Context: an optimization exercise on an open-source flow, tuned for small area. The choices shown serve that exercise and are no tape-out recipe.
In this exercise RTL edits were held to simulation tests only and were not proved equivalent to the original.
Power and IR drop assume default switching activity.

<file path="design.v">
`timescale 1ns / 1ps
module Sobel(
	clk, rst,
	valid_in,
	data_in,
	valid_sob,
	mor,
	the
    );
parameter  WIDE = 64,
					  HIGN = 64,
					  DW = 8,
					  CNT_DW = 16;
input clk, rst;
input valid_in;
input [DW-1:0] data_in;
output reg valid_sob;
output reg [DW-1:0] mor;
output reg [3:0] the;
reg valid_row[0:5];
reg [DW-1:0] data_row[0:5];
wire valid_cal[0:1];
wire [DW-1:0] data_cal[0:1];
reg [CNT_DW-1:0] cnt_w, cnt_h;
wire valid_xy;
reg valid_mor;
reg signed [DW-1:0] data_x, data_y;
Line_buff #(.NUM(WIDE), .DW(DW)) buff1(
 .clk(clk) ,
 .rst(rst),
 .valid_in(valid_in),
 .data_in(data_in),
 .valid_out(valid_cal[0]),
 .data_out(data_cal[0])
			 );
Line_buff #(.NUM(WIDE), .DW(DW)) buff2(
 .clk(clk) ,
 .rst(rst),
 .valid_in(valid_cal[0]),
 .data_in(data_cal[0]),
 .valid_out(valid_cal[1]),
 .data_out(data_cal[1])
			 );
generate
genvar j;
  for(j=0;j<6;j=j+1)
	  	begin
		  always@(posedge clk or negedge rst)
			if(!rst)
				begin
				data_row[j]<={DW{1'b0}};
				valid_row[j]<=1'b0;
				end
			else if(j==0)
				begin
				data_row[j]<=data_in;
				valid_row[j]<=valid_in;
				end		
			else if(j==2)
				begin
				data_row[j]<=data_cal[0];
				valid_row[j]<=valid_cal[0];
				end	
			else if(j==4)
				begin
				data_row[j]<=data_cal[1];
				valid_row[j]<=valid_cal[1];
				end			
			else 
				begin
				data_row[j]<=data_row[j-1];
				valid_row[j]<=valid_row[j-1];
				end									
			end
	endgenerate
	always @(posedge clk or negedge rst)
		if(!rst)
			begin
			cnt_h<={CNT_DW{1'b0}};
			cnt_w<={CNT_DW{1'b0}};
			end
		else if(!valid_row[2])
			begin
			cnt_h<={CNT_DW{1'b0}};
			cnt_w<={CNT_DW{1'b0}};
			end
		else if(cnt_h==(HIGN-1)&&cnt_w==(WIDE-1))
			begin
			cnt_h<={CNT_DW{1'b0}};
			cnt_w<={CNT_DW{1'b0}};
			end
		else if(cnt_w==(WIDE-1))
			begin
			cnt_h<=cnt_h+1'd1;
			cnt_w<={CNT_DW{1'b0}};
			end
		else 
			begin
			cnt_h<=cnt_h;
			cnt_w<=cnt_w+1;
			end
	assign valid_xy = (valid_row[2]&&(cnt_w>0)&&(cnt_h>0)&&(cnt_w<WIDE-1)&&(cnt_h<HIGN-1))?1:0;
	always@(posedge clk or negedge rst)
		if(!rst)
			valid_mor<=1'b0;
		else
			valid_mor<=valid_row[2];
	always@(posedge clk or negedge rst)
		if(!rst)
			begin
			data_x<=0;
			data_y<=0;
			end
		else if(valid_xy)
			begin
			data_x<=data_cal[0]-data_row[3];
			data_y<=data_row[4]-data_row[0];
			end
		else
			begin
			data_x<=0;
			data_y<=0;
			end
	wire signed [19:0] cor_the;
	wire signed [DW-1:0] cor_mor;
	wire valid_cor;
	Cordic_top #(.DW(DW)) cor(
		   .rst(rst), 
		   .clk(clk),
		   .in_x(data_x), 
		   .in_y(data_y), 
		   .in_z(20'b0),
		   .in_valid(valid_mor),
		   .out_x(cor_mor), 
		   .out_z(cor_the),
		   .out_valid(valid_cor)
			);	
	always@(posedge clk or negedge rst)
		if(!rst)
			begin
			mor<=20'b0;
			valid_sob<=1'b0;
			end
		else
			begin
			mor<=	cor_mor;
			valid_sob<=valid_cor;
			end
	always@(posedge clk or negedge rst)
		if(!rst)
			the<=4'd0;
		else if(cor_the>=20'h0&&cor_the<20'h8000)
			the<=4'd0;
		else if(cor_the>=20'h8000&&cor_the<20'h18000)
			the<=4'd1;			
		else if(cor_the>=20'h18000&&cor_the<20'h28000)
			the<=4'd2;    
		else if(cor_the>=20'h28000&&cor_the<20'h38000)	
			the<=4'd3;     
		else if(cor_the>=20'h38000&&cor_the<20'h48000)	
			the<=4'd4;     
		else if(cor_the>=20'h48000&&cor_the<20'h58000)	
			the<=4'd5;    
		else if(cor_the>=20'h58000&&cor_the<20'h68000)	
			the<=4'd6;     
		else if(cor_the>=20'h68000&&cor_the<20'h78000)	
			the<=4'd7;	
		else if(cor_the>=20'h78000&&cor_the<20'h88000)	
			the<=4'd8;     
		else if(cor_the>=20'h88000&&cor_the<20'h98000)	
			the<=4'd9;		
		else if(cor_the>=20'h98000&&cor_the<20'ha8000)	
			the<=4'd10;     
		else if(cor_the>=20'ha8000&&cor_the<20'hb8000)	
			the<=4'd11;		
		else if(cor_the>=20'hb8000&&cor_the<20'hc8000)	
			the<=4'd12;			
		else if(cor_the>=20'hc8000&&cor_the<20'hd8000)
			the<=4'd13;    
		else if(cor_the>=20'hd8000&&cor_the<20'he8000)	
			the<=4'd14;    
		else if(cor_the>=20'he8000&&cor_the<20'hf8000)	
			the<=4'd15;      
		else if(cor_the>=20'hf8000&&cor_the<=20'hfffff)	
			the<=4'd0; 			
		else
			the<=4'd0;		
endmodule
`timescale 1ns / 1ps
module Line_buff(
	clk ,rst,
	valid_in,
	data_in,
	valid_out,
	data_out
    );
    parameter NUM = 160,
                        DW = 16;
    input clk, rst;
    input valid_in;
    input [DW-1:0] data_in;
    output reg valid_out;
    output reg [DW-1:0] data_out;    
    reg [DW-1:0] data_tem[0:NUM-1];       
    reg valid_tem[0:NUM-1]; 
    generate
    genvar i;
    for(i=0;i<NUM-1;i=i+1)
    	begin
    	always@(posedge clk or negedge rst)
    		if(!rst)
    			begin
    			valid_tem[i]<=1'b0;
    			data_tem[i]<= {DW{1'b0}};
    			end
		   else if(i==0)
    			begin
				valid_tem[i]<=valid_in;
				data_tem[i]<=data_in;
			    end	
		   else 
    			begin
				valid_tem[i]<=valid_tem[i-1];
				data_tem[i]<=data_tem[i-1];
			    end	
		end
   endgenerate
   always@(posedge clk or negedge rst)
		if(!rst)
			begin
			valid_out<=1'b0;
			data_out<={DW{1'b0}};
			end
	   else 
			begin
			valid_out<=valid_tem[NUM-2];
			data_out<=data_tem[NUM-2];
			end	
endmodule
`timescale 1ns / 1ps
module Cordic_top(
   rst, clk,
   in_x, in_y, in_z,
   in_valid,
   out_x, out_z,
   out_valid
    );
    parameter DW = 16,
                         NORM = 20;
    input clk, rst;
    input signed [DW-1:0] in_x, in_y;
    input signed [NORM-1:0] in_z;
    input in_valid;
    output [DW-1:0] out_x;
    output [NORM-1:0] out_z;
    output out_valid;
    wire pre_out_valid;
    wire [DW-1:0] pre_out_x, pre_out_y;
    wire [NORM-1:0] core_out_x, core_out_z;
    wire [NORM-1:0] post_out_x, post_out_z;
    wire core_out_valid;
    wire [2:0] inf;
		   Coridc_pre #(.DW(DW)) pre(
		    .rst(rst), 
		    .clk(clk),
		    .in_valid(in_valid),
		    .in_x(in_x), 
		    .in_y(in_y),
		    .out_x(pre_out_x), 
		    .out_y(pre_out_y),
		    .inf(inf),
		    .out_valid(pre_out_valid)
		     );   
		    Cordic_core #(.DW(DW)) core(
		         .rst(rst),
		         .clk(clk),
		         .in_x(pre_out_x), 
		         .in_y(pre_out_y), 
		         .in_z(in_z),
		         .in_valid(pre_out_valid),
		         .out_x(core_out_x),
		         .out_z(core_out_z),
		         .out_valid(core_out_valid)
		         );
		 Cordic_post #(.DW(DW)) post(
				  .rst(rst), 
				  .clk(clk),
				  .in_x(core_out_x), 
				  .in_z(core_out_z),
				  .in_valid(core_out_valid),
				  .inf(inf),
				  .out_x(post_out_x), 
				  .out_z(post_out_z),
				  .out_valid(out_valid)
				 );      
		 assign out_z = post_out_z;
		 assign out_x = post_out_x[NORM-1:NORM-DW];
endmodule
`timescale 1ns / 1ps
module Coridc_pre(
    rst, clk,
    in_valid,
    in_x, in_y,
    out_x, out_y,
    inf,
    out_valid
    );
    parameter DW = 16;
    input rst, clk;
    input in_valid;
    input signed [DW-1:0] in_x, in_y;
    output signed [DW-1:0] out_x, out_y;
    output [2:0] inf;
    output reg out_valid;
    reg signed [DW-1:0] out_x_r, out_y_r;
    reg sign_x, sign_y;
    wire flag;
always @(posedge clk or negedge rst)
	if(!rst)
		 begin
		 sign_x<=0;
		 sign_y<=0;
		 end
	else if(!in_valid)
		 begin
		 sign_x<=0;
		 sign_y<=0;
		 end
	 else 
		 begin
		 sign_x<=in_x[DW-1]; 
		 sign_y<=in_y[DW-1];
		 end
always @(posedge clk or negedge rst)
	if(!rst)
		out_x_r<={DW{1'B0}};
	else if(!in_valid)
		out_x_r<={DW{1'B0}};
	else if(in_x[DW-1])
         out_x_r<=~in_x+1;
    else
    	 out_x_r<= in_x;
always @(posedge clk or negedge rst)
	if(!rst)
		out_y_r<={DW{1'B0}};
	else if(!in_valid)
		out_y_r<={DW{1'B0}};
	else if(in_y[DW-1])
         out_y_r<=~in_y+1;
    else
    	 out_y_r<= in_y;    	 
    always @(posedge clk or negedge rst)
       if(!rst)   
          out_valid<=1'b0;
       else
          out_valid<=in_valid;      
    assign out_x=(out_x_r>=out_y_r)?out_x_r:out_y_r;
    assign out_y=(out_x_r>=out_y_r)?out_y_r:out_x_r;  
    assign flag= (out_x_r>=out_y_r)?0:1;        
    assign inf={sign_x,sign_y,flag};      
endmodule
`timescale 1ns / 1ps
module Cordic_core(
    rst,clk,
    in_x, in_y, in_z,
    in_valid,
    out_x,
    out_z,
    out_valid
    );
     parameter    PIPELINE = 15, 
                            NORM = 20, 
                            DW = 16,
                            SUB = NORM - DW; 
     input rst, clk;
     input [DW-1:0] in_x, in_y;
     input [NORM-1:0] in_z;
     input in_valid;
     output reg signed [NORM-1:0] out_x, out_z;
     output reg out_valid;
     wire signed [NORM-1:0] in_x_r[PIPELINE:0], in_y_r[PIPELINE:0], in_z_r[PIPELINE:0];  
     wire in_valid_r[PIPELINE:1];
     wire out_valid_r;
     integer i;
     assign in_x_r[0] =(SUB>0)?{in_x, {SUB{1'b0}}}:in_x;    
     assign in_y_r[0] =(SUB>0)?{in_y, {SUB{1'b0}}}:in_y;
     assign in_z_r[0]=in_z; 
     assign in_x_r[1] =in_x_r[0]+in_y_r[0];    
     assign in_y_r[1] =in_y_r[0]-in_x_r[0];       
     assign in_z_r[1] = (in_y||in_x)?(in_z_r[0]+20'h20000):0;
     assign in_valid_r[1]=in_valid;
     assign out_valid_r=in_valid_r[PIPELINE];  
     always@(posedge clk or negedge rst)
        if(!rst)
           begin
           out_valid<=0;
		   out_x<=20'b0;
		   out_z<=20'b0;           
           end
        else if(!out_valid_r)
           begin
           out_valid<=0;
		   out_x<=20'b0;
		   out_z<=20'b0;           
           end
        else
           begin
		   out_valid<=out_valid_r;
           out_x<=in_x_r[PIPELINE];
           out_z<=in_z_r[PIPELINE];
			end       
        generate
        genvar n;
           begin
			   for(n=1;n<PIPELINE;n=n+1)
			   begin
				Cordic_ir_unit #(.DW(DW), .PIPENOW(n)) unit(
				  .rst(rst), 
				  .clk(clk),
				  .in_x(in_x_r[n]), 
				  .in_y(in_y_r[n]), 
				  .in_z(in_z_r[n]),
				  .in_valid(in_valid_r[n]),
				  .out_x(in_x_r[n+1]), 
				  .out_y(in_y_r[n+1]), 
				  .out_z(in_z_r[n+1]),
				  .out_valid(in_valid_r[n+1])
					 );
			 end 
		 end  
     endgenerate                                    
endmodule
`timescale 1ns / 1ps
module Cordic_ir_unit(
    rst, clk,
    in_x, in_y, in_z,
    in_valid,
    out_x, out_y, out_z,
    out_valid
    );
    parameter PIPELINE = 15, 
                         PIPENOW=1,
                         NORM = 20,
                         DW = 16, 
                         SUB = NORM - DW; 
   input clk, rst;
   input signed [NORM-1:0] in_z;
   input signed [NORM-1:0] in_x, in_y;
   input in_valid;
   output reg signed [NORM-1:0] out_x, out_y, out_z;
   output reg out_valid;
   reg signed [NORM-1:0] disp_x, disp_y, disp_z;
   always @(*)
 	   if(!rst)
 	   	    disp_x = {NORM{1'b0}};
 	   else if(in_x[NORM-1])
 	   	    disp_x = {{PIPENOW{1'b1}},in_x[NORM-1:PIPENOW]};
 	   else
 	   	    disp_x = {{PIPENOW{1'b0}},in_x[NORM-1:PIPENOW]};
   always @(*)
 	   if(!rst)
 	   	    disp_y = {NORM{1'b0}};
 	   else if(in_y[NORM-1])
 	   	    disp_y = {{PIPENOW{1'b1}},in_y[NORM-1:PIPENOW]};
 	   else
 	   	    disp_y = {{PIPENOW{1'b0}},in_y[NORM-1:PIPENOW]};
   always @(*)
 	   if(!rst)
 	   	    disp_z = {NORM{1'b0}};
 	   else if(in_y||in_x)
 	   	    disp_z = z_atan(PIPENOW);
 	   else
 	   	    disp_z = {NORM{1'b0}};
   function [NORM-1:0] z_atan;
   input [3:0] i;
   begin
      case(i)
      0: z_atan=20'h20000;
      1: z_atan=20'h12e40;
      2: z_atan=20'h9fb4;
      3: z_atan=20'h5111;
      4: z_atan=20'h28b1;
      5: z_atan=20'h145d;
      6: z_atan=20'ha2f;
      7: z_atan=20'h518;
      8: z_atan=20'h28c;
      9: z_atan=20'h146;
      10: z_atan=20'ha3;
      11: z_atan=20'h51;
      12: z_atan=20'h29;
      13: z_atan=20'h14;
      14: z_atan=20'ha;
      15: z_atan=20'h5;
      16: z_atan=20'h3;
      17: z_atan=20'h1;
      default:z_atan=0;
      endcase
   end
   endfunction
 always @(posedge clk or negedge rst)
    if(!rst)
         begin
         out_x<={NORM{1'b0}};
         out_y<={NORM{1'b0}};
         out_z<={NORM{1'b0}};
         out_valid<=1'b0;
         end
     else if(in_y[NORM-1])
         begin
         out_x<=(in_x-disp_y);
         out_y<=(in_y+disp_x);
         out_z<=(in_z-disp_z);
         out_valid<=in_valid;
         end
     else
         begin
         out_x<=(in_x+disp_y);
         out_y<=(in_y-disp_x);
         out_z<=(in_z+disp_z);
         out_valid<=in_valid;
         end     
endmodule
`timescale 1ns / 1ps
module Cordic_post(
     rst, clk,
     in_x, in_z,
     in_valid,
     inf,
     out_x, out_z,
     out_valid
    );
    parameter    PIPELINE = 15, 
                            NORM = 20,
                            DW = 16, 
                            SUB = NORM - DW; 
   parameter    NUM_90 = 20'h40000, 
                          NUM_180 = 20'h80000, 
                          NUM_360=20'h0;                      
   input rst, clk;
   input signed [NORM-1:0] in_x, in_z;
   input in_valid;
   input [2:0] inf;
   output reg signed [NORM-1:0] out_x;
   output reg signed [NORM-1:0] out_z;
   output reg out_valid;
   reg [2:0] inf_r[0:PIPELINE-1];
   wire signed [NORM-1:0] in_x1, in_x2, in_x3, in_x4;
   reg signed [NORM-1:0] out_x_r;
   wire signed [NORM-1:0] in_z1, in_z2, in_z3;
   assign in_x1 = (in_x[NORM-1]==0)?({1'b0,{in_x[NORM-1:1]}}+{3'b0,{in_x[NORM-1:3]}}):({1'b1,{in_x[NORM-1:1]}}+{3'b1,{in_x[NORM-1:3]}});
   assign in_x2 = (in_x[NORM-1]==0)?({6'b0,{in_x[NORM-1:6]}}+{9'b0,{in_x[NORM-1:9]}}):({6'b1,{in_x[NORM-1:6]}}+{9'b1,{in_x[NORM-1:9]}}); 
   assign in_x3 = in_x1-in_x2;
   assign in_x4 = (in_x3[NORM-1]==0)?{12'b0,{in_x3[NORM-1:12]}}:{12'b1,{in_x3[NORM-1:12]}};
   assign in_z1 = (inf_r[PIPELINE-1][0])?(NUM_90-in_z):in_z;             
   assign in_z2 = (inf_r[PIPELINE-1][2])?(NUM_180-in_z1):in_z1; 
   assign in_z3 = (inf_r[PIPELINE-1][1])?(NUM_360-in_z2):in_z2;  
   always @(posedge clk or negedge rst)
      if(!rst)
         begin
         out_x<=0; 
		 out_z<=0;  
		 out_valid<=0;        
         end     
      else if(!in_valid)
         begin
         out_x<=0; 
		 out_z<=0;  
		 out_valid<=0;        
         end     
      else
         begin
		 out_x<=(in_x3-in_x4); 
         out_z<=in_z3;  
         out_valid<=in_valid; 
         end
   generate
   genvar i;
   	  for(i=0;i<PIPELINE;i=i+1)  
   	  	  begin
   	  	  always @(posedge clk or negedge rst)  
			  if(!rst)   
				  inf_r[i]<=0;  
			  else if(i==0)
				  inf_r[i]<=inf;   
			  else
			  	  inf_r[i]<=inf_r[i-1];   
		  end
	endgenerate
      endmodule
</file>
<file path="run.sh">
#!/bin/bash
# synth_recipe.tcl (not shown) runs the flow's synth.tcl, then flattens the netlist and writes it again
# the make line also repeats each setting of config.mk as NAME=value (left out here)
make -C /OpenROAD-flow-scripts/flow DESIGN_CONFIG=/design/flow/config.mk WORK_HOME=/design/flow/orfs CLKGATE_MAP_FILE= SYNTH_SCRIPT=/design/flow/synth_recipe.tcl finish
</file>
<file path="config.mk">
export PLATFORM = sky130hd
export DESIGN_NAME = Sobel
export DESIGN_NICKNAME = Sobel
export VERILOG_FILES = /design/flow/design.v
export SDC_FILE = /design/flow/constraint.sdc
export NUM_CORES = 4
export LEC_CHECK = 0
export CAP_MARGIN = 20
export CORE_MARGIN = 2
export CORE_UTILIZATION = 40
export SLEW_MARGIN = 20
</file>
<file path="constraint.sdc">
create_clock -name core_clock -period 7.0 [get_ports {clk}]
set_input_delay 1.4000 -clock core_clock [delete_from_list [all_inputs] [get_ports {clk}]]
set_output_delay 1.4000 -clock core_clock [all_outputs]
set_load 0.01 [all_outputs]
</file>
==> qor.csv <==
stage,metric,value,unit
placement,port bufs,23,
pwr,Seq pwr share,50.7,%
pwr,Power Total,23.58,mW
final_layout,Register Area,51000,um2
setup_path,crit path kind,flip-flop to flip-flop,
sta,min Tclk post-route,6.416,ns
yosys,Mean Syn Cell Area,11.04,um2
placement,Post-DP Area,98670,um2
clocking,# H-tree levels,4,
route,vias after detailed routing,61690,
clocking,CTS tree,yes,
setup_path,crit path from,cor.core.out_x[6]$_DFF_PN0_,
floorplanning,Top-Level Pins,24,
route,Vias/cell,5.128,
final_layout,P&R area growth vs syn,12.14,%
floorplanning,CORE AREA,235000,um2
sta,# setup viols final,0,
placement,Placement Setup Slack,0.3053,ns
sta,final worst-path cycle share,91.66,%
setup_path,startpoint types,flip-flop,
setup_path,Crit. End Element,flip-flop,
grt,GRT Util Overall,16.40,%
sta,f_max,155.9,MHz
clocking,clk slew on worst S/H paths,0.06,ns
sta,skew final,0.08840,ns
sta,setup_tns,0,ns
grt,initial antenna violation count,6,
sta,final number of hold-violating endpoints,0,
setup_path,R2R Path Start,cor.core.out_x[6]$_DFF_PN0_,
grt,vias in the first global route,61920,
yosys,Synth Cell Area,94460,um2
pwr,Clk network pwr share,48.0,%
floorplanning,number of core rows,178,
sta,Tightest Pin Transition,0.9533,ns
pwr,Sw Pwr,5.010,mW
clocking,clk root buf,clkbuf_16,
route,overall routed net length,196.7,mm
yosys,Ys Warns,26,
grt,largest net degree at the start of global routing,143,
clocking,worst skew pair latency,0.87,ns
final_layout,Multi-input gate area,41370,um2
hold_path,Hold Crit Start,buff1.data_tem[17][2]$_DFF_PN0_,
grt,global route overflow,0,
clocking,CTS Buf Count,207,
pwr,Sw Share,21.25,%
sta,RSZ-0062 raised after global routing,false,
run,max-cap check violation count,0,
pwr,Leakage Power,51.91,nW
grt,global-route wire length before repair,324.9,mm
yosys,"FF+latch count, synth",2038,
final_layout,fin area,105900,um2
yosys,Netlist cell types,88,
final_layout,most frequent cells in the layout,"2,038 x dfrtp_1, 798 x ha_1, 750 x nor2_1, 591 x a21oi_1, 577 x nand2_1",
yosys,"EDFF count, synth",0,
final_layout,# nets final,9550,
route,drt pass-1 iters,6,
sta,Final WS setup,0.5839,ns
floorplanning,Die Span Y,490.0,um
sta,Slew HR,36.45,%
yosys,"Seq/Total Area, Yosys",53.99,%
grt,met1 Use GR,22.00,%
placement,post-detail-place hpwl,143.4,mm
grt,Top Usage Layer GRT,met2,
setup_path,"Max FO, Critical Path",5,
setup_path,Worst path slowest cell,or4_1,
yosys,Mapped Nets,9400,
clocking,clk buf depth,3,
pwr,Logic pwr share,1.3,%
placement,Placer Congestion,0.9148,
yosys,Gate Count Post-Synth,8554,
outcome,outcome,"complete, no violations",
final_layout,fin util,45.09,%
pwr,Internal,18.57,mW
setup_path,"slowest stage delay, CP",0.49,ns
final_layout,"commonest non-fill, non-tap cell in the layout",dfrtp_1,
floorplanning,Initial Util,40.20,%
final_layout,layout cells sized above 1,5.846,%
grt,met3 Use GR,2.259,%
clocking,Clock Sinks,2038,
yosys,ys flop type,dfrtp_1,
pwr,VDD IR max,238.0,uV
hold_path,Min-Delay Path Class,flip-flop to flip-flop,
route,1st-iter DRT viols,3987,
final_layout,Fill cells,21460,
pwr,PwrDens,222.6,nW/um2
grt,met2 layer usage reported by global route,27.42,%
floorplanning,Die Wd,490.0,um
route,Antenna Violating Nets Remaining,0,
route,drt wl/cell,16.35,um
floorplanning,die footprint,240100,um2
sta,Final Max Slew Viols,0,
setup_path,CP Data Required Time,7.72,ns
route,drt drc,0,
clocking,CTS Hold Bufs,0,
yosys,ys async rst share,100.0,%
setup_path,CP arrival,7.14,ns
## power groups by stage
stage / Clock [mW] / Sequential (mW) / Combinational (mW)
after global placement: 0 / 12.2 / 0.328
after detailed placement: 0 / 12.2 / 0.335
final: 11.3 / 12.0 / 0.317
after CTS: 11.7 / 12.0 / 0.337
after global routing: 12.2 / 12.0 / 0.378
after floorplan: 0 / 12.2 / 0.0548
## synth_stat cells, drive strengths merged (22+ instances only)
library cell  number  area [um2]
o21a             124       930.9
nor2b            122       763.2
nand4             24       150.1
nor3             307        1541
o2111ai           38       332.8
xor2             268        2347
nor2             750        2815
dfrtp           2038       51000
or3               51       319.1
a31oi             92       575.6
o31ai             43       350.3
nand2            577        2166
o41ai             41       366.6
o21bai           111       833.3
a31o              25       219.0
nor4              96       600.6
clkbuf           134       503.0
or4               22       172.7
a211oi            27       207.7
fa                37       740.7
nand3            178       890.9
inv              396        1486
nand2b            79       494.2
a21oi            591        2958
xnor2            528        4624
mux2i             28       280.3
a21o             140        1051
o21ai            377        1887
or2               53       331.6
o211ai            53       397.9
ha               798        9985
and2              94       588.1
and3              38       237.7
buf               26       122.6
o31a              30       262.8
a21boi            45       337.8
## final cells by class
type	instances	share of cell area, %
Clock buffer	296	5.593
Clock inverter	87	1.241
Inverter	397	1.409
Multi-Input combinational cell	5959	39.05
Sequential cell	2038	48.14
Tap cell	3150	3.720
Timing Repair Buffer	101	0.8362
Antenna cell	2	0.004724
## state kept, by name (all words and copies together) (netlist names), 5 cells and up
name                                     flops
cor.core.genblk0.genblk1.unit.out_y        232
data_y                                       8
data_row                                     8
cnt_h                                       16
cor.core.genblk0.genblk1.unit.out_valid     14
cor.core.out_x                              19
cnt_w                                       16
cor.core.genblk0.genblk1.unit.out_z        264
buff1.valid_tem                             63
data_x                                       8
mor                                          8
cor.core.out_z                              20
buff2.data_out                               8
buff1.data_out                               8
cor.post.out_z                               5
cor.post.out_x                               8
cor.post.inf_r                              45
buff2.data_tem                             504
cor.pre.out_y_r                              8
buff1.data_tem                             504
cor.pre.out_x_r                              8
cor.core.genblk0.genblk1.unit.out_x        251
## cell families (layout without fill, tap and decap cells)
logic type / count (synthesis) / after routing / share of synthesized area [%]
adder cells (fa/ha/maj): 837 / 837 / 11.38
AND/OR/NAND/NOR: 2422 / 2422 / 11.99
flip-flops: 2038 / 2038 / 53.99
XOR/XNOR: 798 / 798 / 7.429
AO/OA/AOI/OAI: 1872 / 1872 / 12.66
buffers and inverters: 557 / 881 / 2.240
other: 0 / 2 / 0
multiplexers: 30 / 30 / 0.3205
## critical path, delay by kind of cell, from the launching register on
kind | cells | cell delay, ns
compound gates | 17 | 2.73
xor+xnor | 1 | 0.13
flops | 1 | 0.40
simple gates | 4 | 0.97
buf+inv | 2 | 0.20
fa+ha+maj | 6 | 1.89
## stage by stage
step | std cells | hold slack [ns]
after global routing | 12030 | 0.2869
after global placement | 11650 | 0.3315
final | 12030 | 0.2802
after detailed placement | 11650 | 0.3347
after CTS | 12030 | 0.2810
after floorplan | 8554 | 0.3312
## repair_timing
action / 4_1_cts / 5_1_grt
resized for setup: 0 / 6
endpoints found under the hold margin: 0 / 0
setup endpoints to repair: 0 / 7
setup buffers: 0 / 0
## layer usage
layer / vias to the layer above / share of wire [%]
li1: 30100 / -
met1: 30100 / 46
met2: 1136 / 48
met3: 356 / 3.5
met4: 0 / 3.0
met5: - / 0
## final timing paths
| path | cells past startpoint | endpoint | slack, ns |
|---|---|---|---|
| min in group asynchronous | 1 | buff2.data_tem[43][5]$_DFF_PN0_ | 0.34 |
| setup reg to reg | 30 | cor.post.out_x[14]$_DFF_PN0_ | 0.58 |
| setup / recovery | 30 | cor.post.out_x[14]$_DFF_PN0_ | 0.58 |
| hold / removal | 0 | buff1.data_tem[18][2]$_DFF_PN0_ | 0.28 |
| max in group asynchronous | 6 | buff2.data_tem[27][3]$_DFF_PN0_ | 3.09 |
| hold reg to reg | 0 | buff1.data_tem[18][2]$_DFF_PN0_ | 0.28 |

-- re-timing with driven ports --
The results above use ideal ports. As a check the final layout listed here was re-extracted and re-timed, cells and wires unchanged. Step 1, drivers: a clkbuf_16 drives clk and a buf_2 each remaining input, both assumed. Step 2 adds t to the input delays and takes it off the output delays; t is the mean of the earliest and latest rising clock arrival at the registers after step 1. Input paths then give back, and output paths get back, about the clock's delay inside the block. Three values: ideal ports, drivers, drivers and shift; two values: the first two.
t, ns: 0.919
slack for setup (ns): 0.584 / 0.584 / 0.584
hold WS [ns]: 0.280 / 0.280 / 0.280
slew at the worst register clock pin (ns): 0.07 / 0.07
pins driven straight from the clock port: 1
After both steps setup and hold are still met in this run. The setup slack of this run moves by 0.000 ns with the drivers and by 0.000 ns with both steps.
